This design comes from an exercise in tuning for small area on the open sky130 flow, not from production work.
Only simulation tests tie the RTL to the original design; equivalence was not proved.
In runs 4 to 6 the design's own scripts or RTL, not TritonCTS, make the clock network.
No driver is modelled on the clock port, so clock power and skew are understated where the tree is cut down; a real chip needs a root buffer or a tree.
Power figures rest on the tool's default switching activity, not on a simulated workload.

==> design/flow/design.v <==
module servo_pwm(
    input   sclk,        
    input   rst,         
    input   key1,
    input   key2,
    output  PWM
);
parameter   period = 32'd20_000;                 
parameter   pulse_min = 32'd500;                 
parameter   pulse_middle = 32'd1_500;            
parameter   pulse_max = 32'd2_500;               
parameter   pulse_step = 32'd5;                  
reg     [31:0]    pulse_width;               
reg     [31:0]    cnt;                       
reg     pulse;                               
reg     pulse_r0;
reg     pulse_r1;
wire    pulse_pose;                          
always @(posedge sclk) begin
    if(rst == 1) begin
        pulse_r0 <= 0;
        pulse_r1 <= 0;
    end
    else begin
        pulse_r0 <= pulse;
        pulse_r1 <= pulse_r0;
    end
end
assign  pulse_pose = pulse_r0 & ~pulse_r1;
always @(posedge sclk) begin
    if(rst == 1) begin
        pulse_width <= pulse_middle;
    end
    else if(key1 == 1)   begin
        if(pulse_width >= pulse_max-1)    begin      
            pulse_width <= pulse_max-1;
        end
        else    begin
            if(pulse_pose == 1) begin
                pulse_width <= pulse_width + pulse_step;     
            end
            else    begin
                pulse_width <= pulse_width;
            end
        end
    end
    else if(key2 == 1)  begin
        if(pulse_width <= pulse_min-1)  begin
            pulse_width <= pulse_min-1;              
        end
        else    begin
            if(pulse_pose == 1) begin
                pulse_width <= pulse_width - pulse_step;     
            end
            else    begin
                pulse_width <= pulse_width;
            end
        end
    end
    else    begin
        pulse_width <= pulse_width;
    end
end
always @(posedge sclk) begin
    if(rst == 1) begin
        cnt <= 32'd0;
    end
    else if(cnt == period-1) begin
        cnt <= 32'd0;
    end
    else    begin
        cnt <= cnt + 1;
    end
end
always @(posedge sclk) begin
    if(rst == 1) begin
        pulse <= 0;
    end
    else if(cnt < pulse_width)  begin
        pulse <= 1;
    end
    else if(cnt >= pulse_width-1)   begin
        pulse <= 0;
    end
    else   begin
        pulse <= pulse;
    end
end
assign  PWM = pulse;
endmodule
==> design/flow/run.sh <==
#!/bin/bash
# synth_recipe.tcl (not shown) runs the flow's synth.tcl, then flattens the netlist and writes it again
# the make line also repeats each setting of config.mk as NAME=value (left out here)
make -C /OpenROAD-flow-scripts/flow DESIGN_CONFIG=/design/flow/config.mk WORK_HOME=/design/flow/orfs CLKGATE_MAP_FILE= SYNTH_SCRIPT=/design/flow/synth_recipe.tcl finish
==> design/flow/config.mk <==
export PLATFORM = sky130hd
export DESIGN_NAME = servo_pwm
export DESIGN_NICKNAME = servo_pwm
export VERILOG_FILES = /design/flow/design.v
export SDC_FILE = /design/flow/constraint.sdc
export NUM_CORES = 4
export LEC_CHECK = 0
export CAP_MARGIN = 20
export CORE_MARGIN = 2
export CORE_UTILIZATION = 40
export SLEW_MARGIN = 20
==> design/flow/constraint.sdc <==
create_clock -name core_clock -period 10.0 [get_ports {sclk}]
set_input_delay 2.0000 -clock core_clock [delete_from_list [all_inputs] [get_ports {sclk}]]
set_output_delay 2.0000 -clock core_clock [all_outputs]
set_load 0.01 [all_outputs]
==> run notes, run 1 <==
* Chip width at 123 um
* Root buffer cell: clkbuf_16
* Router iterations before antenna repair at 5
* Worst setup path class: reg2reg
* Worst slack at placement at 5.08 ns
* Met3 WL at 987 um
* Fillers at 1425
* Hold EP: cnt[0]$_SDFF_PP0_
* #FFs+latches synth at 67
* Synth top area share at 23.6%
* Crit Path Max Fanout at 11
* Clock-pin slew on the worst setup and hold paths at 0.05 ns
* Total Power at 734 uW
* Final Max Slew Viols at 0
* Starting Density at 40.9%
* Met1 wire length at 7220 um
* Fin cells at 902
* Worst r2r dst: pulse$_SDFFE_PP0P_
* Row cnt at 43
* CP required at 10.28 ns
* Tmin final at 4.29 ns
* Layout net count at 788
* Via count at 5498
* Post-synth EDFFs at 0
* Final hold violation count at 0
* Drt wl/cell at 17.8 um
* R2R Path Start: pulse_width[3]$_SDFFE_PP1P_
* Largest net degree at the start of global routing at 43
* Post-route ant nets at 0
* Initial antenna violation count at 0
* Leak at 2.41 nW
* Hold Path Origin: cnt[0]$_SDFF_PP0_
* Final Setup Violations at 0
* Post-synth top area cell: dfxtp_1
* Drc violations at 0
* Die area at 15200 um^2
* Met2 WL post-DR at 7500 um
* Worst r2r path cells at 12
* Seq/Total Area, Yosys at 23.6%
* Reg2reg setup slack at 5.71 ns
* Hold_buf cts at 0
* Power density cells at 120 nW/um^2
* Netlist area before placement at 5680 um^2
* Post-Layout Inst Area at 6120 um^2
* CP endpoint kind: register
* Vias per inst at 6.10
* Dpl hpwl at 12200 um
* Share of cells above drive strength 1 at 4.43%
* Count leader, synth: nor2_1
* Die height at 123 um
* Slew headroom at 43.0%
* Final core utilization at 44.1%
* Gates resized, CTS repair at 0
* I/O pins at 5
* CTS sink cnt at 67
* Fmax at 233 MHz
* Syn nets at 803
* Min-Delay Path Depth at 1
* Final worst path period share at 42.9%
* Area used by multi-input combinational logic at 4030 um^2
* RSZ-0062 raised after global routing: false
* Startpoint types: register
* DP Area at 5810 um^2
* Port buffer count at 4
* Leading post-synthesis cells by cell area: dfxtp_1, ha_1, xnor2_1, nor2_1, a21oi_1
* Max Cap Viol at 0
* # diodes at 0
* Area grow syn2layout at 7.91%
* Max Clock Skew at 0.00878 ns
* TritonCTS clock tree: yes
* GRT Residual Overflow at 0
* Yosys warning count at 1
* H-tree depth at 3
* Top layer in use: met4
* GRT Overall Usage at 22.2%
* Syn Area/Cell at 7.75 um^2
* First-pass GRT wire length at 26500 um
* Placed cells at 886
* Register Area at 1340 um^2
* Worst slew pin tran at 0.842 ns
* Hold crit path type: reg2reg
* Iter 0 DRT Violations at 449
* Worst VDD drop at 79.6 uV
* Post-CTS setup repair buffer count at 0
* Insertion delay to the later sink of the worst-skew pair at 0.35 ns
* Asr flop ratio synth at 0%
* Most instantiated cells after synthesis: nor2_1, dfxtp_1, ha_1
* Final worst setup slack at 5.71 ns
* Setup TNS at 0 ns
* Synth unique cells at 64
* CTS max path bufs at 2
* Core footprint at 13900 um^2
* Prevailing post-synth register cell: dfxtp_1
* Run status: no timing/DRC/antenna violations
* Final hold slack at 0.490 ns
* Num CTS Buffers at 9
* Critical Path AT at 4.58 ns
* GPL Wtd Cong at 0.923
* Final WL at 16000 um
* Post-Synthesis Cells at 732
* Vias in the first global route at 5219
[logic make-up after synthesis]
family                   share of synthesized area [%]
flip-flops                                        23.6
AND/OR/NAND/NOR                                   28.4
buffers and inverters                             5.51
adder cells (fa/ha/maj)                           14.8
AO/OA/AOI/OAI                                     19.2
XOR/XNOR                                          8.49
[how the worst max path moves through the flow]
stage	start	to	slack (ns)
6_report	pulse_width[3]$_SDFFE_PP1P_	pulse$_SDFFE_PP0P_	5.71
4_1_cts	key1	pulse_width[6]$_SDFFE_PP1P_	5.45
5_1_grt	pulse_width[3]$_SDFFE_PP1P_	pulse$_SDFFE_PP0P_	5.36
2_1_floorplan	key1	pulse_width[15]$_SDFFE_PP0P_	6.56
3_5_place_dp	key1	pulse_width[6]$_SDFFE_PP1P_	5.08
3_3_place_gp	key1	pulse_width[6]$_SDFFE_PP1P_	5.21
[worst max-delay path, cell delays in order, from the launching register on]
cell      delay [ns]
dfxtp_1         0.44
nor4_2          0.69
nand4_1         0.40
nor3_1          0.60
nand2_1         0.21
nor2_1          0.20
xnor2_1         0.16
ha_1            0.27
and4_1          0.20
a221oi_1        0.50
o211ai_1        0.17
nor3_1          0.23
a211o_1         0.16
[cells in the final DEF, fill, tap and decap left out, drive strengths merged, types with 6 or more instances in the layout]
| cell type | count |
|---|---|
| nor2 | 81 |
| nor3 | 27 |
| o21ai | 30 |
| and3 | 10 |
| nor2b | 6 |
| xor2 | 20 |
| nand4 | 33 |
| a21oi | 56 |
| clkbuf | 11 |
| xnor2 | 35 |
| nand3 | 37 |
| or3 | 13 |
| and4 | 8 |
| a211oi | 14 |
| dfxtp | 67 |
| nor4 | 26 |
| ha | 67 |
| or4 | 6 |
| o211ai | 7 |
| inv | 37 |
| a21o | 12 |
| nand2 | 37 |
[flip-flops by register name (all words and copies together) (netlist names)]
| register | count |
|---|---|
| cnt | 32 |
| pulse | 1 |
| pulse_r0 | 1 |
| pulse_r1 | 1 |
| pulse_width | 32 |
[cell type report]
class,instances,share of cell area (%)
flip-flops and latches,67,21.9
clock inverters,5,1.27
well taps,180,3.68
clock buffers,11,3.80
multi-input cells,592,65.8
repair buffers,9,1.27
inverters,38,2.33
[metal layers]
layer	GRT usage [%]	vias to the layer above
li1	-	2685
met1	28.6	2630
met2	36.4	153
met3	5.30	30
met4	7.67	0
met5	0	-
[power breakdown]
part / total, mW / leakage (nW) / internal, mW / switching, mW
clock network: 0.340 / 0.150 / 0.217 / 0.122
logic: 0.106 / 1.72 / 0.0393 / 0.0668
registers: 0.289 / 0.543 / 0.273 / 0.0152
==> run 2: changes to the inputs <==
==> design/flow/design.v (replaced) <==
module servo_pwm(
    input   sclk,
    input   rst,
    input   key1,
    input   key2,
    output  PWM
);
reg [2:0]  cp;
reg [8:0]  cl;
reg [2:0]  ch;
reg [8:0]  q;
reg        c;
reg        pulse;
reg        pulse_r0;
reg        pulse_r1;
wire pose  = pulse_r0 & ~pulse_r1;
wire p4    = cp[2];
wire lwrap = p4 & cl[8] & cl[7] & cl[6] & cl[5] & cl[4] & cl[1] & cl[0];  
wire q500  = q[8] & q[7] & q[6] & q[5] & q[4] & q[2];                    
wire q499  = q[8] & q[7] & q[6] & q[5] & q[4] & q[1] & q[0];             
wire hi    = q500 | (q499 & c);                                          
wire lo    = ~(q[8] | q[7] | q[4] | q[3] | q[2]);                         
wire up    = key1 & ~hi & pose;
wire dn    = key1 ? q500 : (key2 & ~lo & pose);
reg [9:0] bw;
reg [8:0] t;
integer i;
always @* begin
    bw[0] = c & ~p4;
    for (i = 0; i < 9; i = i + 1)
        bw[i+1] = (~cl[i] & q[i]) | (~cl[i] & bw[i]) | (q[i] & bw[i]);
    t[0] = up | dn;
    for (i = 1; i < 9; i = i + 1)
        t[i] = t[i-1] & (q[i-1] ^ dn);
end
wire lt = (ch == 3'd0) & bw[9];
always @(posedge sclk) begin
    if (rst) begin
        cp <= 3'b000;
        cl <= 9'd0;
        ch <= 3'd0;
        pulse <= 1'b0;
        pulse_r0 <= 1'b0;
        pulse_r1 <= 1'b0;
        q <= 9'd300;
        c <= 1'b0;
    end else begin
        cp <= {cp[1] & ~cp[0], cp[0], ~cp[1] & ~cp[2]};
        if (p4)
            cl <= lwrap ? 9'd0 : cl + 9'd1;
        if (lwrap)
            ch <= ch + 3'd1;
        pulse <= lt;
        pulse_r0 <= pulse;
        pulse_r1 <= pulse_r0;
        q <= q ^ t;
        if ((key1 & hi) | (~key1 & key2 & lo))
            c <= 1'b1;
    end
end
assign PWM = pulse;
endmodule
==> run notes, run 2 <==
* Clock-pin slew on the worst setup and hold paths at 0.10 ns (was 0.05 ns)
* Worst r2r path cells at 6 (was 12)
* Run status: no timing/DRC/antenna violations (unchanged)
* Starting Density at 42.2% (was 40.9%)
* Gates resized, CTS repair at 0 (unchanged)
* TritonCTS clock tree: yes (unchanged)
* Final core utilization at 45.5% (was 44.1%)
* Reg2reg setup slack at 7.85 ns (was 5.71 ns)
* Power density cells at 134 nW/um^2 (was 120 nW/um^2)
* Fin cells at 223 (was 902)
* Commonest non-fill, non-tap cells in the layout: dfxtp_1, nor2_1, xnor2_1 (was nor2_1, ha_1, dfxtp_1)
* Hold_buf cts at 0 (unchanged)
* GPL Wtd Cong at 0.924 (was 0.923)
* CP required at 10.20 ns (was 10.28 ns)
* Num CTS Buffers at 3 (was 9)
* Synth unique cells at 45 (was 64)
* Post-Layout Inst Area at 1690 um^2 (was 6120 um^2)
* Fmax at 266 MHz (was 233 MHz)
* Critical Path AT at 3.95 ns (was 4.58 ns)
* First-pass GRT wire length at 5430 um (was 26500 um)
* Drc violations at 0 (unchanged)
* Share of cells above drive strength 1 at 10.3% (was 4.43%)
* Netlist area before placement at 1570 um^2 (was 5680 um^2)
* Count leader, synth: dfxtp_1 (was nor2_1)
* Leak at 0.577 nW (was 2.41 nW)
* Global routing usage on met1 at 19.7% (was 28.6%)
* Worst VDD drop at 105 uV (was 79.6 uV)
* Via count at 1194 (was 5498)
* Die area at 4440 um^2 (was 15200 um^2)
* Commonest non-fill, non-tap cell in the layout: dfxtp_1 (was nor2_1)
* Placed cells at 219 (was 886)
* Prevailing post-synth register cell: dfxtp_1 (unchanged)
* Final WL at 3180 um (was 16000 um)
* Iter 0 DRT Violations at 152 (was 449)
* Final worst path period share at 37.5% (was 42.9%)
* DP Area at 1620 um^2 (was 5810 um^2)
* Initial antenna violation count at 0 (unchanged)
* Worst slew pin tran at 0.834 ns (was 0.842 ns)
* Synth top area share at 35.7% (was 23.6%)
* Total Power at 226 uW (was 734 uW)
* CP endpoint kind: register (unchanged)
* Area grow syn2layout at 7.74% (was 7.91%)
* GRT Residual Overflow at 0 (unchanged)
* Final Max Slew Viols at 0 (unchanged)
* Dpl hpwl at 2330 um (was 12200 um)
* Final hold violation count at 0 (unchanged)
* Port buffer count at 4 (unchanged)
* Max Cap Viol at 0 (unchanged)
* Most Used Layer, Global Route: met2 (unchanged)
* Syn nets at 183 (was 803)
* Final Setup Violations at 0 (unchanged)
* Slew headroom at 44.3% (was 43.0%)
* Seq/Total Area, Yosys at 35.7% (was 23.6%)
* Hold crit path type: reg2reg (unchanged)
* RSZ-0062 raised after global routing: false (unchanged)
* Tmin final at 3.75 ns (was 4.29 ns)
* Final hold slack at 0.416 ns (was 0.490 ns)
* #FFs+latches synth at 28 (was 67)
* CTS sink cnt at 28 (was 67)
* Die height at 66.6 um (was 123 um)
* Post-Synthesis Cells at 176 (was 732)
* Row cnt at 22 (was 43)
* Core footprint at 3720 um^2 (was 13900 um^2)
* Min-Delay Path Depth at 1 (unchanged)
* Drt wl/cell at 14.3 um (was 17.8 um)
* GR Layer Usage met2 at 26.9% (was 36.4%)
* Yosys warning count at 1 (unchanged)
* Top flop regs: cl x9, q x9 (was cnt x32, pulse_width x32)
* Syn Area/Cell at 8.91 um^2 (was 7.75 um^2)
* Crit Path Max Fanout at 8 (was 11)
* Post-synth top area cell: dfxtp_1 (unchanged)
* Max Clock Skew at 0.00364 ns (was 0.00878 ns)
* H-tree depth at 1 (was 3)
* Post-CTS setup repair buffer count at 0 (unchanged)
* I/O pins at 5 (unchanged)
* CTS max path bufs at 2 (unchanged)
* Largest net degree at the start of global routing at 25 (was 43)
* Setup TNS at 0 ns (unchanged)
* Vias in the first global route at 1186 (was 5219)
* Startpoint types: primary input (was register)
* Asr flop ratio synth at 0% (unchanged)
* Final worst setup slack at 6.25 ns (was 5.71 ns)
* Leading post-synthesis cells by cell area: dfxtp_1, xnor2_1, nor2_1, xor2_1, inv_1 (was dfxtp_1, ha_1, xnor2_1, nor2_1, a21oi_1)
* Post-synth EDFFs at 0 (unchanged)
* Vias per inst at 5.35 (was 6.10)
* Root buffer cell: clkbuf_8 (was clkbuf_16)
* Worst setup path class: in2reg (was reg2reg)
* Worst slack at placement at 5.97 ns (was 5.08 ns)
* Post-route ant nets at 0 (unchanged)
* GRT Overall Usage at 16.0% (was 22.2%)
* Most instantiated cells after synthesis: dfxtp_1, nor2_1, xnor2_1 (was nor2_1, dfxtp_1, ha_1)
* Insertion delay to the later sink of the worst-skew pair at 0.28 ns (was 0.35 ns)
* Router iterations before antenna repair at 4 (was 5)
* Layout net count at 183 (was 788)
* # diodes at 0 (unchanged)
* Met3 usage at 4.05% (was 5.30%)
* Chip width at 66.6 um (was 123 um)
## run 2: layer usage
layer	share of wire (%)	up-vias
li1	-	609
met1	46	549
met2	48	30
met3	4.8	6
met4	1.3	0
met5	0	-
## run 2: cells by family after synthesis
kind of cell / count (synthesis) / synth area share, %
buffers and inverters: 21 / 6.06
DFF: 28 / 35.7
adders and majority gates: 7 / 4.94
muxes: 4 / 2.55
AOI/OAI and AO/OA: 28 / 15.6
xor gates and xnor gates: 18 / 10.0
and+or+nand+nor: 70 / 25.1
## run 2: cell type report
| cell class | count | area [um^2] |
|---|---|---|
| Fill cell | 376 | 2030 |
| Multi-Input combinational cell | 127 | 913 |
| Sequential cell | 28 | 561 |
| Tap cell | 48 | 60.1 |
| Inverter | 12 | 45.0 |
| Clock buffer | 3 | 41.3 |
| Timing Repair Buffer | 4 | 40.0 |
| Clock inverter | 1 | 30.0 |
## run 2: final timing paths
check | from | end
worst max-delay path | key1 | q[6]$_SDFF_PP0_
worst min-delay path | cp[1]$_SDFF_PP0_ | cp[0]$_SDFF_PP0_
worst max register to register | q[7]$_SDFF_PP0_ | q[7]$_SDFF_PP0_
worst min register to register | cp[1]$_SDFF_PP0_ | cp[0]$_SDFF_PP0_
## run 2: critical path, stage by stage
cell	delay, ns
clkdlybuf4s50_1	0.55
nand4bb_4	0.31
a211oi_1	0.38
o32ai_2	0.18
or3_1	0.37
a21oi_1	0.15
## run 2: where the power goes
group,switching (mW),internal (mW)
combinational,0.00856,0.00848
clock,0.0364,0.0536
sequential,0.00427,0.114
total,0.0493,0.176
==> run 3: changes to the inputs <==
==> design/flow/flow/run.sh (new file) <==
#!/bin/bash
# Layout flow: ORFS, with an area-oriented synthesis (flow/mysynth.tcl, same
# front end, register inference and naming as the standard synthesis), plain
# buf_1 port buffers and a small clock tree.
set -euo pipefail
W=$PWD
export MY_ABC_SCRIPT=${MY_ABC_SCRIPT:-none}
[ -f "$W/flow/my.abc" ] && export MY_ABC_SCRIPT=$W/flow/my.abc
make -C "$FLOW_HOME" DESIGN_CONFIG="$FLOW_CONFIG" WORK_HOME="$W/orfs" CLKGATE_MAP_FILE= \
    SYNTH_SCRIPT="$W/flow/mysynth.tcl" \
    BUFFER_PORTS_ARGS="-buffer_cell sky130_fd_sc_hd__buf_1" \
    CTS_ARGS="-sink_clustering_enable -repair_clock_nets -dont_use_dummy_load -buf_list sky130_fd_sc_hd__clkbuf_8 -sink_clustering_size 40 -sink_clustering_max_diameter 200" \
    finish > "$W/make.log" 2>&1
R=$W/orfs/results/$FLOW_PLATFORM/servo_pwm/base
: # left out here: write the final layout as DEF
==> design/flow/flow/mysynth.tcl (new file) <==
proc synth {args} { yosys synth -nofsm -noshare {*}$args }
source $::env(SCRIPTS_DIR)/synth_preamble.tcl
read_checkpoint $::env(RESULTS_DIR)/1_1_yosys_canonicalize.rtlil
hierarchy -check -top $::env(DESIGN_NAME)
synth -flatten -run :fine
synth -top $::env(DESIGN_NAME) -run fine:
chformal -remove
delete t:\$print
renames -wire
opt -purge
dfflibmap {*}$lib_args {*}$lib_dont_use_args
opt
setundef -zero
set my_script $::env(MY_ABC_SCRIPT)
if {$my_script eq "none"} { abc {*}$lib_args {*}$lib_dont_use_args } else { abc -script $my_script {*}$lib_args {*}$lib_dont_use_args -constr $::env(OBJECTS_DIR)/abc.constr }
splitnets
opt_clean -purge
hilomap -singleton -hicell {*}$::env(TIEHI_CELL_AND_PORT) -locell {*}$::env(TIELO_CELL_AND_PORT)
insbuf -buf {*}$::env(MIN_BUF_CELL_AND_PORTS)
tee -o $::env(REPORTS_DIR)/synth_check.txt check
tee -o $::env(REPORTS_DIR)/synth_stat.txt stat {*}$lib_args
check -assert -mapped
# left out here: clear keep_hierarchy, flatten, clean up, hide names made inside functions, write 1_2_yosys.v
exec cp $::env(SDC_FILE) $::env(RESULTS_DIR)/1_synth.sdc
==> design/flow/standard.sh (new file) <==
#!/bin/bash
# synth_recipe.tcl (not shown) runs the flow's synth.tcl, then flattens the netlist and writes it again
# the make line also repeats each setting of config.mk as NAME=value (left out here)
make -C /OpenROAD-flow-scripts/flow DESIGN_CONFIG=/design/flow/config.mk WORK_HOME=/design/flow/orfs CLKGATE_MAP_FILE= SYNTH_SCRIPT=/design/flow/synth_recipe.tcl "${@:-finish}"
removed: design/flow/run.sh
==> run notes, run 3 <==
* Worst slew pin tran at 0.976 ns (was 0.834 ns)
* Initial antenna violation count at 0 (unchanged)
* Die area at 3570 um^2 (was 4440 um^2)
* Final Max Slew Viols at 0 (unchanged)
* Layout net count at 162 (was 183)
* Hold_buf cts at 0 (unchanged)
* Gates resized, CTS repair at 0 (unchanged)
* Asr flop ratio synth at 0% (unchanged)
* Power density cells at 151 nW/um^2 (was 134 nW/um^2)
* Leading post-synthesis cells by cell area: dfxtp_1, a21oi_1, xnor2_1, o21ai_0, clkinv_1 (was dfxtp_1, xnor2_1, nor2_1, xor2_1, inv_1)
* Final hold slack at 0.418 ns (was 0.416 ns)
* TritonCTS clock tree: yes (unchanged)
* Starting Density at 41.4% (was 42.2%)
* Post-Layout Inst Area at 1340 um^2 (was 1690 um^2)
* CTS max path bufs at 2 (unchanged)
* Clock-pin slew on the worst setup and hold paths at 0.09 ns (was 0.10 ns)
* Largest net degree at the start of global routing at 24 (was 25)
* Commonest non-fill, non-tap cell in the layout: dfxtp_1 (unchanged)
* Iter 0 DRT Violations at 42 (was 152)
* Chip width at 59.7 um (was 66.6 um)
* Count leader, synth: dfxtp_1 (unchanged)
* Final worst path period share at 40.7% (was 37.5%)
* Reg2reg setup slack at 6.78 ns (was 7.85 ns)
* Yosys warning count at 1 (unchanged)
* Worst r2r dst: q[7]$_SDFF_PP0_ (unchanged)
* #FFs+latches synth at 28 (unchanged)
* Port buffer count at 4 (unchanged)
* CP endpoint kind: register (unchanged)
* Commonest non-fill, non-tap cells in the layout: dfxtp_1, a21oi_1, clkinv_1 (was dfxtp_1, nor2_1, xnor2_1)
* Critical Path AT at 4.18 ns (was 3.95 ns)
* Post-Synthesis Cells at 149 (was 176)
* Core footprint at 3000 um^2 (was 3720 um^2)
* Dpl hpwl at 1710 um (was 2330 um)
* Most instantiated cells after synthesis: dfxtp_1, a21oi_1, clkinv_1 (was dfxtp_1, nor2_1, xnor2_1)
* R2R Path Start: q[8]$_SDFF_PP1_ (was q[7]$_SDFF_PP0_)
* Syn nets at 153 (was 183)
* # diodes at 0 (unchanged)
* Synth unique cells at 33 (was 45)
* Vias per inst at 5.54 (was 5.35)
* Top flop regs: cl x9, q x9 (unchanged)
* Netlist area before placement at 1240 um^2 (was 1570 um^2)
* Syn Area/Cell at 8.34 um^2 (was 8.91 um^2)
* Drc violations at 0 (unchanged)
* Worst VDD drop at 39.6 uV (was 105 uV)
* Area used by multi-input combinational logic at 638 um^2 (was 913 um^2)
* Worst slack at placement at 5.11 ns (was 5.97 ns)
* GPL Wtd Cong at 0.867 (was 0.924)
* Seq/Total Area, Yosys at 45.1% (was 35.7%)
* Max Cap Viol at 0 (unchanged)
* Final hold violation count at 0 (unchanged)
* Worst setup path class: in2reg (unchanged)
* Total Power at 203 uW (was 226 uW)
* Post-synth EDFFs at 0 (unchanged)
* Router iterations before antenna repair at 4 (unchanged)
* Post-CTS setup repair buffer count at 0 (unchanged)
* Synth top area share at 45.1% (was 35.7%)
* GRT Residual Overflow at 0 (unchanged)
* Prevailing post-synth register cell: dfxtp_1 (unchanged)
* Worst r2r path cells at 7 (was 6)
* Row cnt at 20 (was 22)
* Tmin final at 4.07 ns (was 3.75 ns)
* CTS sink cnt at 28 (unchanged)
* Die height at 59.7 um (was 66.6 um)
* Fmax at 246 MHz (was 266 MHz)
* Leak at 0.460 nW (was 0.577 nW)
* Slew headroom at 34.9% (was 44.3%)
* Root buffer cell: clkbuf_8 (unchanged)
* Post-route ant nets at 0 (unchanged)
* Fillers at 312 (was 376)
* Final worst setup slack at 5.93 ns (was 6.25 ns)
* Crit Path Max Fanout at 10 (was 8)
* I/O pins at 5 (unchanged)
* Drt wl/cell at 12.4 um (was 14.3 um)
* Max Clock Skew at 0.00369 ns (was 0.00364 ns)
* Startpoint types: primary input (unchanged)
* RSZ-0062 raised after global routing: false (unchanged)
* Fin cells at 189 (was 223)
* Final Setup Violations at 0 (unchanged)
* Placed cells at 186 (was 219)
* Hold crit path type: reg2reg (unchanged)
* Run status: no timing/DRC/antenna violations (unchanged)
* Vias in the first global route at 915 (was 1186)
* DP Area at 1300 um^2 (was 1620 um^2)
* GRT Overall Usage at 14.8% (was 16.0%)
* Share of cells above drive strength 1 at 1.92% (was 10.3%)
* CP required at 10.12 ns (was 10.20 ns)
* First-pass GRT wire length at 4020 um (was 5430 um)
* Via count at 1048 (was 1194)
* Insertion delay to the later sink of the worst-skew pair at 0.26 ns (was 0.28 ns)
* Final WL at 2340 um (was 3180 um)
* Area grow syn2layout at 7.96% (was 7.74%)
* Post-synth top area cell: dfxtp_1 (unchanged)
* Num CTS Buffers at 3 (unchanged)
* Critical Path End: q[7]$_SDFF_PP0_ (was q[6]$_SDFF_PP0_)
* Setup TNS at 0 ns (unchanged)
* H-tree depth at 1 (unchanged)
* Final core utilization at 44.7% (was 45.5%)
* Register Area at 561 um^2 (unchanged)
* Crit path launch: key1 (unchanged)
## run 3: layout make-up
| type | count | share of cell area, % |
|---|---|---|
| clock buffers | 3 | 3.08 |
| inverters | 12 | 3.36 |
| flip-flops and latches | 28 | 41.8 |
| repair buffers | 4 | 1.12 |
| multi-input cells | 109 | 47.6 |
| well taps | 33 | 3.08 |
## run 3: how the worst min path moves through the flow
| stage | cells after the start | start | slack [ns] | end |
|---|---|---|---|---|
| after global placement | 1 | cp[1]$_SDFF_PP0_ | 0.40 | cp[0]$_SDFF_PP0_ |
| final | 1 | cp[1]$_SDFF_PP0_ | 0.42 | cp[0]$_SDFF_PP0_ |
| after CTS | 1 | cp[1]$_SDFF_PP0_ | 0.42 | cp[0]$_SDFF_PP0_ |
| after global routing | 1 | cp[0]$_SDFF_PP0_ | 0.46 | cp[2]$_SDFF_PP0_ |
| after detailed placement | 1 | cp[0]$_SDFF_PP0_ | 0.41 | cp[2]$_SDFF_PP0_ |
| after floorplan | 1 | cp[1]$_SDFF_PP0_ | 0.39 | cp[0]$_SDFF_PP0_ |
## run 3: worst max-delay path, cell delays in order
cell,delay [ns]
buf_1,0.11
o31ai_1,0.13
o21ai_1,0.35
or3_1,0.45
a2111oi_1,0.83
and3_1,0.27
nor3_1,0.05
## run 3: report_power, final
part / internal [mW] / total [mW] / switching (mW)
combinational: 0.00933 / 0.0221 / 0.0128
clock: 0.0270 / 0.0592 / 0.0323
sequential: 0.116 / 0.121 / 0.00521
## run 3: per-layer routing
metal | GRT usage (%) | part of all wire, % | vias to the layer above
li1 | - | - | 556
met1 | 20.1 | 51 | 479
met2 | 23.8 | 45 | 11
met3 | 2.60 | 2.6 | 2
met4 | 4.76 | 0.64 | 0
met5 | 0 | 0 | -
## run 3: cells by family (layout without fill, tap and decap cells)
group                     after synthesis  after routing  share of synthesized area (%)
and+or+nand+nor                        50             50                           20.3
buffers and inverters                  12             19                           3.63
DFF                                    28             28                           45.1
AOI/OAI and AO/OA                      51             51                           25.3
xor gates and xnor gates                8              8                           5.64
==> run 4: changes to the inputs <==
--- a/design/flow/flow/run.sh
+++ b/design/flow/flow/run.sh
@@ -10,5 +10,5 @@
     SYNTH_SCRIPT="$W/flow/mysynth.tcl" \
     BUFFER_PORTS_ARGS="-buffer_cell sky130_fd_sc_hd__buf_1" \
-    CTS_ARGS="-sink_clustering_enable -repair_clock_nets -dont_use_dummy_load -buf_list sky130_fd_sc_hd__clkbuf_8 -sink_clustering_size 40 -sink_clustering_max_diameter 200" \
+    PRE_CTS_TCL="$W/flow/cts_one_buffer.tcl" MY_CLK_PORT=sclk MY_CLK_BUF=sky130_fd_sc_hd__clkbuf_16 \
     finish > "$W/make.log" 2>&1
 R=$W/orfs/results/$FLOW_PLATFORM/servo_pwm/base
==> design/flow/flow/cts_one_buffer.tcl (new file) <==
# Clock distribution for a small design: one clock buffer, placed at the
# centre of its sinks, drives every register clock pin. Replaces TritonCTS
# for this step; cts.tcl then legalizes and repairs as usual.
rename clock_tree_synthesis orfs_clock_tree_synthesis
proc clock_tree_synthesis {args} {
  set block [ord::get_db_block]
  set bterm [$block findBTerm $::env(MY_CLK_PORT)]
  set clk_net [$bterm getNet]
  set master [[ord::get_db] findMaster $::env(MY_CLK_BUF)]
  set buf [odb::dbInst_create $block $master clkbuf_root]
  set new_net [odb::dbNet_create $block clknet_root]
  $clk_net setSigType CLOCK
  $new_net setSigType CLOCK
  set sx 0
  set sy 0
  set n 0
  foreach it [$clk_net getITerms] {
    set inst [$it getInst]
    set loc [$inst getLocation]
    set sx [expr {$sx + [lindex $loc 0]}]
    set sy [expr {$sy + [lindex $loc 1]}]
    incr n
    $it disconnect
    $it connect $new_net
  }
  [$buf findITerm A] connect $clk_net
  [$buf findITerm X] connect $new_net
  $buf setLocation [expr {$sx / $n}] [expr {$sy / $n}]
  $buf setPlacementStatus PLACED
  puts "one-buffer clock: $n sinks on [$master getName]"
  set_propagated_clock [all_clocks]
}
==> run notes, run 4 <==
* First-pass GRT wire length at 4020 um (about the same)
* Drt wl/cell at 12.4 um (about the same)
* Run status: no timing/DRC/antenna violations (unchanged)
* Worst slew pin tran at 0.967 ns (was 0.976 ns)
* Final Max Slew Viols at 0 (unchanged)
* Clock-pin slew on the worst setup and hold paths at 0.10 ns (was 0.09 ns)
* Vias per inst at 5.54 (about the same)
* Total Power at 190 uW (was 203 uW)
* Tmin final at 4.16 ns (was 4.07 ns)
* Switching share of power at 24.1% (was 24.8%)
* Clock share of power at 24.4% (was 29.2%)
* Count leader, synth: dfxtp_1 (unchanged)
* Yosys warning count at 1 (unchanged)
* Top flop regs: cl x9, q x9 (unchanged)
* Power share of the sequential group at 63.9% (was 59.8%)
* Row cnt at 20 (unchanged)
* Slowest stage delay, CP at 0.82 ns (was 0.83 ns)
* Router iterations before antenna repair at 4 (unchanged)
* Area grow syn2layout at 6.65% (was 7.96%)
* Crit Path Max Fanout at 10 (unchanged)
* Final Setup Violations at 0 (unchanged)
* Gates resized, CTS repair at 0 (unchanged)
* Post-synth EDFFs at 0 (unchanged)
* Final WL at 2310 um (was 2340 um)
* CP endpoint kind: register (unchanged)
* Port buffer count at 4 (unchanged)
* RSZ-0062 raised after global routing: false (unchanged)
* Vias in the first global route at 907 (was 915)
* GRT Residual Overflow at 0 (unchanged)
* Die height at 59.7 um (unchanged)
* Setup TNS at 0 ns (unchanged)
* Worst VDD drop at 54.9 uV (was 39.6 uV)
* Synth unique cells at 33 (unchanged)
* Syn nets at 153 (unchanged)
* P_sw at 45.8 uW (was 50.3 uW)
* # diodes at 0 (unchanged)
* Hold_buf cts at 0 (unchanged)
* Leak at 0.451 nW (was 0.460 nW)
* CP required at 10.02 ns (was 10.12 ns)
* Critical Path AT at 4.18 ns (about the same)
* Die area at 3570 um^2 (unchanged)
* Drc violations at 0 (unchanged)
* Asr flop ratio synth at 0% (unchanged)
* Netlist area before placement at 1240 um^2 (unchanged)
* Post-synth top area cell: dfxtp_1 (unchanged)
* Met1 wire length at 1170 um (was 1200 um)
* Commonest non-fill, non-tap cells in the layout: dfxtp_1, a21oi_1, clkinv_1 (unchanged)
* Layout net count at 160 (was 162)
* Initial antenna violation count at 0 (unchanged)
* Post-CTS setup repair buffer count at 0 (unchanged)
* Share of cells above drive strength 1 at 0.649% (was 1.92%)
* Hold Path Origin: cp[1]$_SDFF_PP0_ (unchanged)
* Iter 0 DRT Violations at 48 (was 42)
* Met2 WL post-DR at 1050 um (was 1060 um)
* Worst r2r dst: q[7]$_SDFF_PP0_ (unchanged)
* Seq/Total Area, Yosys at 45.1% (unchanged)
* Fin cells at 187 (was 189)
* Worst path cell trace: buf_1 > o31ai_1 > o21ai_1 > or3_1 > a2111oi_1 > and3_1 > nor3_1 (unchanged)
* GPL Wtd Cong at 0.867 (unchanged)
* Hold EP: cp[0]$_SDFF_PP0_ (unchanged)
* Post-route ant nets at 0 (unchanged)
* Placed cells at 186 (unchanged)
* Top layer in use: met4 (unchanged)
* Hold crit path type: reg2reg (unchanged)
* Part of the power in combinational logic at 11.7% (was 10.9%)
* Most instantiated cells after synthesis: dfxtp_1, a21oi_1, clkinv_1 (unchanged)
* GRT Overall Usage at 13.9% (was 14.8%)
* Starting Density at 41.4% (unchanged)
* Chip width at 59.7 um (unchanged)
* Synth top area share at 45.1% (unchanged)
* Reg2reg setup slack at 6.79 ns (was 6.78 ns)
* Internal power at 144 uW (was 152 uW)
* Max Cap Viol at 0 (unchanged)
* Prevailing post-synth register cell: dfxtp_1 (unchanged)
* Syn Area/Cell at 8.34 um^2 (unchanged)
* Commonest non-fill, non-tap cell in the layout: dfxtp_1 (unchanged)
* Slowest CP cell: a2111oi_1 (unchanged)
* Final hold violation count at 0 (unchanged)
* Fmax at 240 MHz (was 246 MHz)
* Power density cells at 143 nW/um^2 (was 151 nW/um^2)
* Dpl hpwl at 1710 um (unchanged)
* Insertion delay to the later sink of the worst-skew pair at 0.16 ns (was 0.26 ns)
* Worst setup path class: in2reg (unchanged)
* Core footprint at 3000 um^2 (unchanged)
* Post-Synthesis Cells at 149 (unchanged)
* I/O pins at 5 (unchanged)
* Largest net degree at the start of global routing at 29 (was 24)
* Min-Delay Path Depth at 1 (unchanged)
* Met3 WL at 67 um (was 61 um)
* R2R Path Start: q[8]$_SDFF_PP1_ (unchanged)
* Startpoint types: primary input (unchanged)
* Worst r2r path cells at 7 (unchanged)
* #FFs+latches synth at 28 (unchanged)
* Via count at 1036 (was 1048)
* Final worst path period share at 41.6% (was 40.7%)
* Leading post-synthesis cells by cell area: dfxtp_1, a21oi_1, xnor2_1, o21ai_0, clkinv_1 (unchanged)
* Max Clock Skew at 0.00208 ns (was 0.00369 ns)
* Slew headroom at 35.5% (was 34.9%)
[run 4: logic make-up after synthesis]
kind of cell	Yosys count	synth area share, %
AOI/OAI and AO/OA	51	25.3
and+or+nand+nor	50	20.3
DFF	28	45.1
buffers and inverters	12	3.63
xor gates and xnor gates	8	5.64
[run 4: how the worst max path moves through the flow]
| stage | from | endpoint | cells past startpoint |
|---|---|---|---|
| floorplan | key2 | q[7]$_SDFF_PP0_ | 6 |
| global placement | key2 | q[7]$_SDFF_PP0_ | 7 |
| detailed placement | key2 | q[7]$_SDFF_PP0_ | 7 |
| CTS | key2 | q[7]$_SDFF_PP0_ | 7 |
| global route | key2 | q[7]$_SDFF_PP0_ | 7 |
| finish | key1 | q[7]$_SDFF_PP0_ | 7 |
[run 4: power by group through the flow]
| stage | clock network [mW] | logic, mW | registers [mW] |
|---|---|---|---|
| after global routing | 0.0527 | 0.0253 | 0.122 |
| after CTS | 0.0494 | 0.0221 | 0.121 |
| final | 0.0463 | 0.0222 | 0.121 |
| after floorplan | 0 | 0.0168 | 0.123 |
| after global placement | 0 | 0.0214 | 0.124 |
| after detailed placement | 0 | 0.0220 | 0.124 |
[run 4: routing by layer]
| layer | GRT usage [%] | vias to the layer above |
|---|---|---|
| met1 | 19.8 | 472 |
| met2 | 24.1 | 12 |
| met4 | 0.952 | 0 |
| met3 | 0.866 | 2 |
| met5 | 0 | - |
| li1 | - | 550 |
[run 4: area by class of cell]
class,instances,area (um^2)
flip-flops and latches,28,561
inverters,12,45.0
repair buffers,4,15.0
well taps,33,41.3
plain buffers,1,25.0
multi-input cells,109,638
fillers,310,1680
[run 4: stage by stage]
step	utilization (%)	hold slack, ns	cell area [um^2]	worst slack, ns
after floorplan	-	0.386	1240	5.68
after global placement	43.3	0.396	1300	5.33
after detailed placement	43.3	0.405	1300	5.11
after CTS	44.1	0.426	1320	5.28
after global routing	44.1	0.458	1330	5.59
final	44.1	0.422	1330	5.84
[run 4: critical path: cells and delay by family]
kind | cells | cell delay, ns
buffers and inverters | 1 | 0.11
AND/OR/NAND/NOR | 3 | 0.77
AO/OA/AOI/OAI | 3 | 1.30
==> run 5: changes to the inputs <==
==> design/flow/design.v (replaced) <==
module servo_pwm(
    input   sclk,
    input   rst,
    input   key1,
    input   key2,
    output  PWM
);
reg [2:0]  cp;
reg [8:0]  cl;
reg [2:0]  ch;
reg [8:0]  q_n;
reg        c;
reg        pulse;
reg        pulse_r0;
reg        pose_r;
wire [8:0] q = ~q_n;
wire pose  = pose_r;
wire p4    = cp[2];
wire lwrap = p4 & cl[8] & cl[7] & cl[6] & cl[5] & cl[4] & cl[1] & cl[0];  
wire q500  = q[8] & q[7] & q[6] & q[5] & q[4] & q[2];                    
wire q499  = q[8] & q[7] & q[6] & q[5] & q[4] & q[1] & q[0];             
wire hi    = q500 | (q499 & c);                                          
wire lo    = ~(q[8] | q[7] | q[4] | q[3] | q[2]);                         
wire up    = key1 & ~hi & pose;
wire dn    = key1 ? q500 : (key2 & ~lo & pose);
reg [9:0] bw;    
reg [8:0] t;     
integer i;
always @* begin
    bw[0] = c & ~p4;
    for (i = 0; i < 9; i = i + 1)
        bw[i+1] = (~cl[i] & q[i]) | (~cl[i] & bw[i]) | (q[i] & bw[i]);
    t[0] = up | dn;
    for (i = 1; i < 9; i = i + 1)
        t[i] = t[i-1] & (q[i-1] ^ dn);
end
wire lt = (ch == 3'd0) & bw[9];
wire [2:0] cp_n = rst ? 3'b000 : {cp[1] & ~cp[0], cp[0], ~cp[1] & ~cp[2]};
wire [8:0] cl_n = (rst | lwrap) ? 9'd0 : p4 ? cl + 9'd1 : cl;
wire [2:0] ch_n = rst ? 3'd0 : lwrap ? ch + 3'd1 : ch;
wire [8:0] q_nx = rst ? 9'd300 : q ^ t;
wire       c_nx = ~rst & (c | (key1 & hi) | (~key1 & key2 & lo));
always @(posedge sclk) begin
    cp <= cp_n;
    cl <= cl_n;
    ch <= ch_n;
    q_n <= ~q_nx;
    c <= c_nx;
    pulse <= ~rst & lt;
    pulse_r0 <= pulse;
    pose_r <= ~rst & pulse & ~pulse_r0;
end
assign PWM = pulse;
endmodule
==> design/flow/flow/run.sh (replaced) <==
#!/bin/bash
# Layout flow: ORFS, with an area-oriented synthesis (flow/mysynth.tcl, same
# front end, register inference and naming as the standard synthesis), plain
# buf_1 port buffers and a small clock tree.
set -euo pipefail
W=$PWD
export MY_ABC_SEEDS="0 1 2 3 4 5 6 7 8 9"
make -C "$FLOW_HOME" DESIGN_CONFIG="$FLOW_CONFIG" WORK_HOME="$W/orfs" CLKGATE_MAP_FILE= \
    SYNTH_SCRIPT="$W/flow/mysynth.tcl" \
    BUFFER_PORTS_ARGS="-buffer_cell sky130_fd_sc_hd__buf_1" \
    PRE_CTS_TCL="$W/flow/cts_one_buffer.tcl" MY_CLK_PORT=sclk MY_CLK_BUF=sky130_fd_sc_hd__buf_12 \
    finish > "$W/make.log" 2>&1
R=$W/orfs/results/$FLOW_PLATFORM/servo_pwm/base
: # left out here: write the final layout as DEF
--- a/design/flow/flow/mysynth.tcl
+++ b/design/flow/flow/mysynth.tcl
@@ -12,6 +12,40 @@
 opt
 setundef -zero
-set my_script $::env(MY_ABC_SCRIPT)
-if {$my_script eq "none"} { abc {*}$lib_args {*}$lib_dont_use_args } else { abc -script $my_script {*}$lib_args {*}$lib_dont_use_args -constr $::env(OBJECTS_DIR)/abc.constr }
+
+design -save pre_abc
+set best_area 1e30
+set best_tag ""
+set runs {}
+foreach s $::env(MY_ABC_SEEDS) {
+  lappend runs [list "deepsyn${s}_amap" "strash\n&get -n\n&deepsyn -T 20 -S $s\n&put\ndch -f\namap -m\ntopo\n"]
+  lappend runs [list "deepsyn${s}_nf" "strash\n&get -n\n&deepsyn -T 20 -S $s\n&dch -f\n&nf -a -R 100\n&put\ntopo\n"]
+}
+lappend runs [list "plain" ""]
+foreach run $runs {
+  lassign $run tag text
+  design -load pre_abc
+  if { $text eq "" } {
+    abc {*}$lib_args {*}$lib_dont_use_args
+  } else {
+    set f $::env(OBJECTS_DIR)/my_$tag.abc
+    set fh [open $f w]
+    puts -nonewline $fh $text
+    close $fh
+    abc -script $f {*}$lib_args {*}$lib_dont_use_args
+  }
+  opt_clean -purge
+  set st [tee -q -s result.string stat {*}$lib_args]
+  if { [regexp {Chip area for module[^:]*:\s+([0-9.]+)} $st -> area] } {
+    puts "ABC run $tag: area $area"
+    if { $area < $best_area } {
+      set best_area $area
+      set best_tag $tag
+      design -save best_abc
+    }
+  }
+}
+puts "Keeping ABC run $best_tag: area $best_area"
+design -load best_abc
+
 splitnets
 opt_clean -purge
--- a/design/flow/config.mk
+++ b/design/flow/config.mk
@@ -7,5 +7,5 @@
 export LEC_CHECK = 0
 export CAP_MARGIN = 20
-export CORE_MARGIN = 2
-export CORE_UTILIZATION = 40
+export CORE_AREA = 2.3 2.72 60.3 59.84
+export DIE_AREA = 0 0 62.6 62.56
 export SLEW_MARGIN = 20
==> run notes, run 5 <==
* Post-synth top area cell: dfxtp_1 (unchanged)
* Final core utilization at 37.6% (was 44.1%)
* Power density cells at 133 nW/um^2 (was 143 nW/um^2)
* Hold_buf cts at 0 (unchanged)
* Syn nets at 142 (was 153)
* Most instantiated cells after synthesis: dfxtp_1, a21oi_1, nor2_1 (was dfxtp_1, a21oi_1, clkinv_1)
* # diodes at 0 (unchanged)
* Router iterations before antenna repair at 4 (unchanged)
* Crit Path Max Fanout at 6 (was 10)
* Synth top area share at 48.6% (was 45.1%)
* Post-CTS setup repair buffer count at 0 (unchanged)
* Placed cells at 188 (was 186)
* Final WL at 2130 um (was 2310 um)
* Top flop regs: cl x9, q_n x9 (was cl x9, q x9)
* Tmin final at 4.15 ns (was 4.16 ns)
* Syn Area/Cell at 8.36 um^2 (was 8.34 um^2)
* Port buffer count at 4 (unchanged)
* Hold crit path type: reg2reg (unchanged)
* Area used by multi-input combinational logic at 582 um^2 (was 638 um^2)
* Fmax at 241 MHz (was 240 MHz)
* Count leader, synth: dfxtp_1 (unchanged)
* Asr flop ratio synth at 0% (unchanged)
* Run status: no timing/DRC/antenna violations (unchanged)
* Iter 0 DRT Violations at 103 (was 48)
* Slowest stage delay, CP at 0.59 ns (was 0.82 ns)
* GRT Residual Overflow at 0 (unchanged)
* Starting Density at 34.8% (was 41.4%)
* CP endpoint kind: register (unchanged)
* Vias in the first global route at 918 (was 907)
* Leading post-synthesis cells by cell area: dfxtp_1, a21oi_1, o21ai_0, nor2_1, nor3_1 (was dfxtp_1, a21oi_1, xnor2_1, o21ai_0, clkinv_1)
* Commonest non-fill, non-tap cell in the layout: dfxtp_1 (unchanged)
* Post-route ant nets at 0 (unchanged)
* Initial antenna violation count at 0 (unchanged)
* Final Max Slew Viols at 0 (unchanged)
* Drc violations at 0 (unchanged)
* Vias per inst at 5.18 (was 5.54)
* CP required at 10.07 ns (was 10.02 ns)
* Worst path cell trace: buf_1 > nor2b_1 > nand2_1 > o21ai_0 > nand4_1 > o21ai_0 > o21ai_0 > nor2_1 > nand2_1 > nor2_1 > o21bai_1 > a21oi_1 (was buf_1 > o31ai_1 > o21ai_1 > or3_1 > a2111oi_1 > and3_1 > nor3_1)
* Yosys warning count at 1 (unchanged)
* GRT Overall Usage at 11.0% (was 13.9%)
* GPL Wtd Cong at 0.829 (was 0.867)
* Leak at 0.415 nW (was 0.451 nW)
* Chip width at 62.6 um (was 59.7 um)
* Drt wl/cell at 11.3 um (was 12.4 um)
* Fin cells at 189 (was 187)
* I/O pins at 5 (unchanged)
* Startpoint types: primary input (unchanged)
* Core footprint at 3310 um^2 (was 3000 um^2)
* Most used cell, CP: o21ai_0
* CP top delay family: compound AO/OA/AOI/OAI gates (unchanged)
* Critical Path AT at 4.21 ns (was 4.18 ns)
* Share of cells above drive strength 1 at 0.699% (was 0.649%)
* Dpl hpwl at 1560 um (was 1710 um)
* Row cnt at 21 (was 20)
* Fillers at 358 (was 310)
* Slowest CP cell: o21ai_0 (was a2111oi_1)
* #FFs+latches synth at 28 (unchanged)
* Commonest non-fill, non-tap cells in the layout: dfxtp_1, a21oi_1, nor2_1 (was dfxtp_1, a21oi_1, clkinv_1)
* Post-Synth Adder-Cell Area at 0% (unchanged)
* Die area at 3920 um^2 (was 3570 um^2)
* Via count at 979 (was 1036)
* Netlist area before placement at 1150 um^2 (was 1240 um^2)
* Compound-Gate Fraction of Synth Area at 24.9% (was 25.3%)
* Prevailing post-synth register cell: dfxtp_1 (unchanged)
* Synth unique cells at 28 (was 33)
* Final worst path period share at 41.5% (was 41.6%)
* Final hold slack at 0.378 ns (was 0.422 ns)
* Worst setup path class: in2reg (unchanged)
* RSZ-0062 raised after global routing: false (unchanged)
* Die height at 62.6 um (was 59.7 um)
* Multiplexer share of the synthesized area at 0% (unchanged)
* Clock-pin slew on the worst setup and hold paths at 0.11 ns (was 0.10 ns)
* Gates resized, CTS repair at 0 (unchanged)
* Insertion delay to the later sink of the worst-skew pair at 0.14 ns (was 0.16 ns)
* Largest family of logic cells by synthesized area: compound AO/OA/AOI/OAI gates (unchanged)
* Slew headroom at 41.1% (was 35.5%)
* Seq/Total Area, Yosys at 48.6% (was 45.1%)
* Post-Layout Inst Area at 1250 um^2 (was 1330 um^2)
* Max Cap Viol at 0 (unchanged)
* Simple-gate share of the synthesized area at 23.2% (was 20.3%)
* Max Clock Skew at 0.00597 ns (was 0.00208 ns)
* DP Area at 1230 um^2 (was 1300 um^2)
* Layout net count at 149 (was 160)
* Worst path bufs/invs at 1 (unchanged)
* Register Area at 561 um^2 (unchanged)
* Area grow syn2layout at 8.03% (was 6.65%)
* Worst slew pin tran at 0.883 ns (was 0.967 ns)
* Post-synth EDFFs at 0 (unchanged)
* Worst VDD drop at 59.5 uV (was 54.9 uV)
* Final Setup Violations at 0 (unchanged)
* Post-Synthesis Cells at 138 (was 149)
* Setup TNS at 0 ns (unchanged)
* First-pass GRT wire length at 3790 um (was 4020 um)
* Final hold violation count at 0 (unchanged)
* Synth Area in XOR/XNOR at 2.28% (was 5.64%)
* Largest net degree at the start of global routing at 29 (unchanged)
-- run 5: final timing paths --
path / startpoint / endpoint / slack, ns / cells after the start
worst min-delay path: pulse$_DFF_P_ / pulse_r0$_DFF_P_ / 0.38 / 0
worst max register to register: q_n[5]$_DFF_P_ / q_n[8]$_DFF_P_ / 7.22 / 12
worst max-delay path: key1 / q_n[8]$_DFF_P_ / 5.85 / 12
worst min register to register: pulse$_DFF_P_ / pulse_r0$_DFF_P_ / 0.38 / 0
-- run 5: stage by stage --
step	power, mW	setup slack (ns)
after floorplan	0.121	6.22
after global routing	0.172	5.57
after CTS	0.167	5.92
after detailed placement	0.124	5.78
final	0.165	5.85
after global placement	0.124	5.95
-- run 5: where the power goes --
group | leakage (nW) | internal [mW] | total, mW | switching [mW]
sequential | 0.228 | 0.113 | 0.115 | 0.00197
combinational | 0.178 | 0.00251 | 0.00606 | 0.00355
clock | 0.00940 | 0.0163 | 0.0440 | 0.0276
-- run 5: cells by family after synthesis --
kind of cell | Yosys count
buffers and inverters | 3
AO/OA/AOI/OAI | 49
flip-flops | 28
XOR/XNOR | 3
AND/OR/NAND/NOR | 55
-- run 5: metal layers --
| layer | share of wire (%) | routed length [um] | vias to the layer above | GRT usage, % |
|---|---|---|---|---|
| li1 | - | - | 518 | - |
| met5 | 0 | 0 | - | 0 |
| met2 | 46 | 986 | 10 | 19.6 |
| met4 | 1.6 | 34 | 0 | 1.94 |
| met1 | 50 | 1070 | 449 | 14.7 |
| met3 | 1.8 | 38 | 2 | 0.541 |
-- run 5: final cells by class --
class	count	area share [%]
Multi-Input combinational cell	107	46.7
Timing Repair Buffer	4	1.20
Buffer	1	1.61
Tap cell	46	4.62
Sequential cell	28	45.0
Inverter	3	0.904
==> run 6: changes to the inputs <==
--- a/design/flow/design.v
+++ b/design/flow/design.v
@@ -25,5 +25,4 @@
 wire dn    = key1 ? q500 : (key2 & ~lo & pose);
 reg [9:0] bw;    
-reg [8:0] t;     
 integer i;
 always @* begin
@@ -31,7 +30,4 @@
     for (i = 0; i < 9; i = i + 1)
         bw[i+1] = (~cl[i] & q[i]) | (~cl[i] & bw[i]) | (q[i] & bw[i]);
-    t[0] = up | dn;
-    for (i = 1; i < 9; i = i + 1)
-        t[i] = t[i-1] & (q[i-1] ^ dn);
 end
 wire lt = (ch == 3'd0) & bw[9];
@@ -39,5 +35,5 @@
 wire [8:0] cl_n = (rst | lwrap) ? 9'd0 : p4 ? cl + 9'd1 : cl;
 wire [2:0] ch_n = rst ? 3'd0 : lwrap ? ch + 3'd1 : ch;
-wire [8:0] q_nx = rst ? 9'd300 : q ^ t;
+wire [8:0] q_nx = rst ? 9'd300 : up ? q + 9'd1 : dn ? q - 9'd1 : q;
 wire       c_nx = ~rst & (c | (key1 & hi) | (~key1 & key2 & lo));
 always @(posedge sclk) begin
--- a/design/flow/flow/run.sh
+++ b/design/flow/flow/run.sh
@@ -5,5 +5,5 @@
 set -euo pipefail
 W=$PWD
-export MY_ABC_SEEDS="0 1 2 3 4 5 6 7 8 9"
+export MY_ABC_RUNS="${MY_ABC_RUNS:-nf:0 nf:1 nf:2 nf:3 nf:4 nf:5 nf:6 nf:7 nf:8 nf:9 nf:10 nf:11 amap:0 amap:1 amap:2 amap:3}"
 make -C "$FLOW_HOME" DESIGN_CONFIG="$FLOW_CONFIG" WORK_HOME="$W/orfs" CLKGATE_MAP_FILE= \
     SYNTH_SCRIPT="$W/flow/mysynth.tcl" \
--- a/design/flow/flow/mysynth.tcl
+++ b/design/flow/flow/mysynth.tcl
@@ -17,7 +17,12 @@
 set best_tag ""
 set runs {}
-foreach s $::env(MY_ABC_SEEDS) {
-  lappend runs [list "deepsyn${s}_amap" "strash\n&get -n\n&deepsyn -T 20 -S $s\n&put\ndch -f\namap -m\ntopo\n"]
-  lappend runs [list "deepsyn${s}_nf" "strash\n&get -n\n&deepsyn -T 20 -S $s\n&dch -f\n&nf -a -R 100\n&put\ntopo\n"]
+# MY_ABC_RUNS lists the runs as kind:seed, kind amap or nf
+foreach r $::env(MY_ABC_RUNS) {
+  lassign [split $r :] kind s
+  if { $kind eq "amap" } {
+    lappend runs [list "deepsyn${s}_amap" "strash\n&get -n\n&deepsyn -T 20 -S $s\n&put\ndch -f\namap -m\ntopo\n"]
+  } else {
+    lappend runs [list "deepsyn${s}_nf" "strash\n&get -n\n&deepsyn -T 20 -S $s\n&dch -f\n&nf -a -R 100\n&put\ntopo\n"]
+  }
 }
 lappend runs [list "plain" ""]
==> run notes, run 6 <==
* Run status: no timing/DRC/antenna violations (unchanged)
* Tmin final at 3.67 ns (was 4.15 ns)
* Count leader, synth: dfxtp_1 (unchanged)
* Synth unique cells at 30 (was 28)
* Prevailing post-synth register cell: dfxtp_1 (unchanged)
* Final hold slack at 0.367 ns (was 0.378 ns)
* Total Power at 164 uW (was 165 uW)
* RSZ-0062 raised after global routing: false (unchanged)
* Die area at 3920 um^2 (unchanged)
* Most instantiated cells after synthesis: dfxtp_1, a21oi_1, o21ai_0 (was dfxtp_1, a21oi_1, nor2_1)
* Asr flop ratio synth at 0% (unchanged)
* Simple-gate share of the synthesized area at 20.9% (was 23.2%)
* Final worst path period share at 36.7% (was 41.5%)
* Slowest stage delay, CP at 0.46 ns (was 0.59 ns)
* Gates resized, CTS repair at 0 (unchanged)
* Worst VDD drop at 61.1 uV (was 59.5 uV)
* Largest family of logic cells by synthesized area: compound AO/OA/AOI/OAI gates (unchanged)
* Dpl hpwl at 1510 um (was 1560 um)
* Leak at 0.417 nW (was 0.415 nW)
* Via count at 938 (was 979)
* Slew headroom at 45.5% (was 41.1%)
* Fmax at 273 MHz (was 241 MHz)
* I/O pins at 5 (unchanged)
* Fillers at 367 (was 358)
* Synth Area in XOR/XNOR at 0% (was 2.28%)
* Post-synth EDFFs at 0 (unchanged)
* Vias in the first global route at 867 (was 918)
* Port buffer count at 4 (unchanged)
* Syn Area/Cell at 8.76 um^2 (was 8.36 um^2)
* Netlist area before placement at 1140 um^2 (was 1150 um^2)
* Seq/Total Area, Yosys at 49.2% (was 48.6%)
* Layout net count at 141 (was 149)
* Die height at 62.6 um (unchanged)
* Post-Layout Inst Area at 1230 um^2 (was 1250 um^2)
* GPL Wtd Cong at 0.765 (was 0.829)
* Leading post-synthesis cells by cell area: dfxtp_1, a21oi_1, and3_1, o21ai_0, nor3_1 (was dfxtp_1, a21oi_1, o21ai_0, nor2_1, nor3_1)
* Row cnt at 21 (unchanged)
* Iter 0 DRT Violations at 108 (was 103)
* Multiplexer share of the synthesized area at 0.879% (was 0%)
* Share of cells above drive strength 1 at 0.741% (was 0.699%)
* Core footprint at 3310 um^2 (unchanged)
* Top flop regs: cl x9, q_n x9 (unchanged)
* Syn nets at 134 (was 142)
* Compound-Gate Fraction of Synth Area at 28.4% (was 24.9%)
* Startpoint types: primary input (unchanged)
* Commonest non-fill, non-tap cell in the layout: dfxtp_1 (unchanged)
* Post-Synthesis Cells at 130 (was 138)
* Slowest CP cell: or4_1 (was o21ai_0)
* Final Setup Violations at 0 (unchanged)
* Router iterations before antenna repair at 4 (unchanged)
* Drc violations at 0 (unchanged)
* Max Clock Skew at 0.00506 ns (was 0.00597 ns)
* # diodes at 0 (unchanged)
* Hold crit path type: reg2reg (unchanged)
* Post-CTS setup repair buffer count at 0 (unchanged)
* Chip width at 62.6 um (unchanged)
* R2R Path Start: q_n[4]$_DFF_P_ (was q_n[5]$_DFF_P_)
* #FFs+latches synth at 28 (unchanged)
* Largest net degree at the start of global routing at 29 (unchanged)
* Area grow syn2layout at 8.13% (was 8.03%)
* Insertion delay to the later sink of the worst-skew pair at 0.14 ns (about the same)
* Final Max Slew Viols at 0 (unchanged)
* Starting Density at 34.4% (was 34.8%)
* Post-synth top area cell: dfxtp_1 (unchanged)
* Critical Path AT at 3.75 ns (was 4.21 ns)
* Hold Path Origin: pulse$_DFF_P_ (unchanged)
* Vias per inst at 5.18 (about the same)
* DP Area at 1210 um^2 (was 1230 um^2)
* Worst r2r dst: q_n[8]$_DFF_P_ (unchanged)
* Most used cell, CP: a21oi_1 (was o21ai_0)
* Worst path cell trace: buf_1 > nand2_1 > a211o_1 > or4_1 > nor3_1 > mux2i_1 > a21oi_1 > o21ai_0 > a21oi_1 (was buf_1 > nor2b_1 > nand2_1 > o21ai_0 > nand4_1 > o21ai_0 > o21ai_0 > nor2_1 > nand2_1 > nor2_1 > o21bai_1 > a21oi_1)
* CP required at 10.08 ns (was 10.07 ns)
* Synth top area share at 49.2% (was 48.6%)
* Min-Delay Path Depth at 0 (unchanged)
* Post-Synth Adder-Cell Area at 0% (unchanged)
* Commonest non-fill, non-tap cells in the layout: dfxtp_1, a21oi_1, o21ai_0 (was dfxtp_1, a21oi_1, nor2_1)
* Final hold violation count at 0 (unchanged)
* Post-route ant nets at 0 (unchanged)
* Clock-pin slew on the worst setup and hold paths at 0.10 ns (was 0.11 ns)
* Max Cap Viol at 0 (unchanged)
* GRT Residual Overflow at 0 (unchanged)
* Drt wl/cell at 11.4 um (was 11.3 um)
* Power density cells at 133 nW/um^2 (about the same)
* Final WL at 2060 um (was 2130 um)
* Final core utilization at 37.2% (was 37.6%)
* Initial antenna violation count at 0 (unchanged)
* First-pass GRT wire length at 3710 um (was 3790 um)
* Setup TNS at 0 ns (unchanged)
* Worst slew pin tran at 0.817 ns (was 0.883 ns)
* Hold EP: pulse_r0$_DFF_P_ (unchanged)
* Crit Path Max Fanout at 5 (was 6)
* Worst setup path class: in2reg (unchanged)
* CP endpoint kind: register (unchanged)
* Reg2reg setup slack at 7.62 ns (was 7.22 ns)
* Worst r2r path cells at 10 (was 12)
* GRT Overall Usage at 10.8% (was 11.0%)
* Yosys warning count at 1 (unchanged)
* Hold_buf cts at 0 (unchanged)
[run 6: cell count changes after synthesis, sizes merged, moves of 2 or more]
| cell | before | now |
|---|---|---|
| o21ai | 13 | 11 |
| nand3 | 2 | 0 |
| nor2 | 17 | 8 |
| a21o | 0 | 2 |
| xor2 | 3 | 0 |
| and3 | 5 | 9 |
| o21a | 3 | 5 |
[run 6: where the power goes]
| group | internal, mW | switching, mW | total, mW |
|---|---|---|---|
| clock network | 0.0163 | 0.0264 | 0.0427 |
| registers | 0.113 | 0.00174 | 0.115 |
| logic | 0.00286 | 0.00373 | 0.00659 |
[run 6: worst max-delay path: cells and delay by family]
kind / cells / cell delay [ns]
muxes: 1 / 0.12
and+or+nand+nor: 3 / 0.75
buffers and inverters: 1 / 0.12
AOI/OAI and AO/OA: 4 / 0.75
[run 6: kinds of logic after synthesis]
logic type,Yosys count
AOI/OAI and AO/OA,53
DFF,28
muxes,1
and+or+nand+nor,46
buffers and inverters,2
[run 6: layout make-up]
class	count	area [um^2]	share of cell area, %
Sequential cell	28	561	45.5
Buffer	1	20.0	1.63
Tap cell	46	57.6	4.67
Multi-Input combinational cell	100	571	46.3
Inverter	2	7.51	0.610
Timing Repair Buffer	4	15.0	1.22
[run 6: worst max path at each step]
stage	from	endpoint	slack [ns]	cells after the start
after floorplan	key1	q_n[8]$_DFF_P_	6.51	8
after global placement	key1	q_n[8]$_DFF_P_	6.27	9
after detailed placement	key1	q_n[8]$_DFF_P_	6.20	9
after CTS	key1	q_n[8]$_DFF_P_	6.34	9
after global routing	key1	q_n[8]$_DFF_P_	6.15	9
final	key1	q_n[8]$_DFF_P_	6.33	9
[run 6: routing by layer]
metal / vias to the layer above / wire (um) / track usage, % / part of all wire (%)
met4: 0 / 38 / 1.67 / 1.8
met3: 4 / 39 / 0.541 / 1.9
met2: 12 / 970 / 18.4 / 47
met5: - / 0 / 0 / 0
met1: 421 / 1010 / 15.3 / 49
li1: 501 / - / - / -
[run 6: stage by stage]
step | instances | worst slack (ns)
floorplan | 130 | 6.51
global placement | 180 | 6.27
detailed placement | 180 | 6.20
CTS | 181 | 6.34
global route | 181 | 6.15
finish | 181 | 6.33

==> re-timing with driven ports <==
How much do the figures lean on ideal ports? The routed layouts below were timed once more, with nothing changed but the port constraints. Step 1, drivers: a clkbuf_16 drives sclk and a buf_2 each remaining input, both assumed. Step 2 moves the port delays by t, midway between the first and last clock arrival at a register: inputs arrive t later, outputs are due t later. That takes back most of the time a late clock gives input paths. Slacks: no drivers / after step 1 / after step 2; pairs: no drivers / after step 1.
run	t, ns	setup slack, ns	cell pins on the clock port's net
run 1	0.383	5.708 / 5.708 / 5.443	1
run 2	0.300	6.245 / 6.248 / 5.947	1
run 3	0.287	5.932 / 5.934 / 5.647	1
run 4	0.192	5.840 / 5.847 / 5.656	1
run 5	0.171	5.853 / 5.865 / 5.694	1
run 6	0.167	6.332 / 6.341 / 6.174	1
After both steps every run listed still meets setup and hold. For run 2, which loses most, drivers alone change the setup slack by +0.003 ns; drivers and shift together by -0.298 ns.
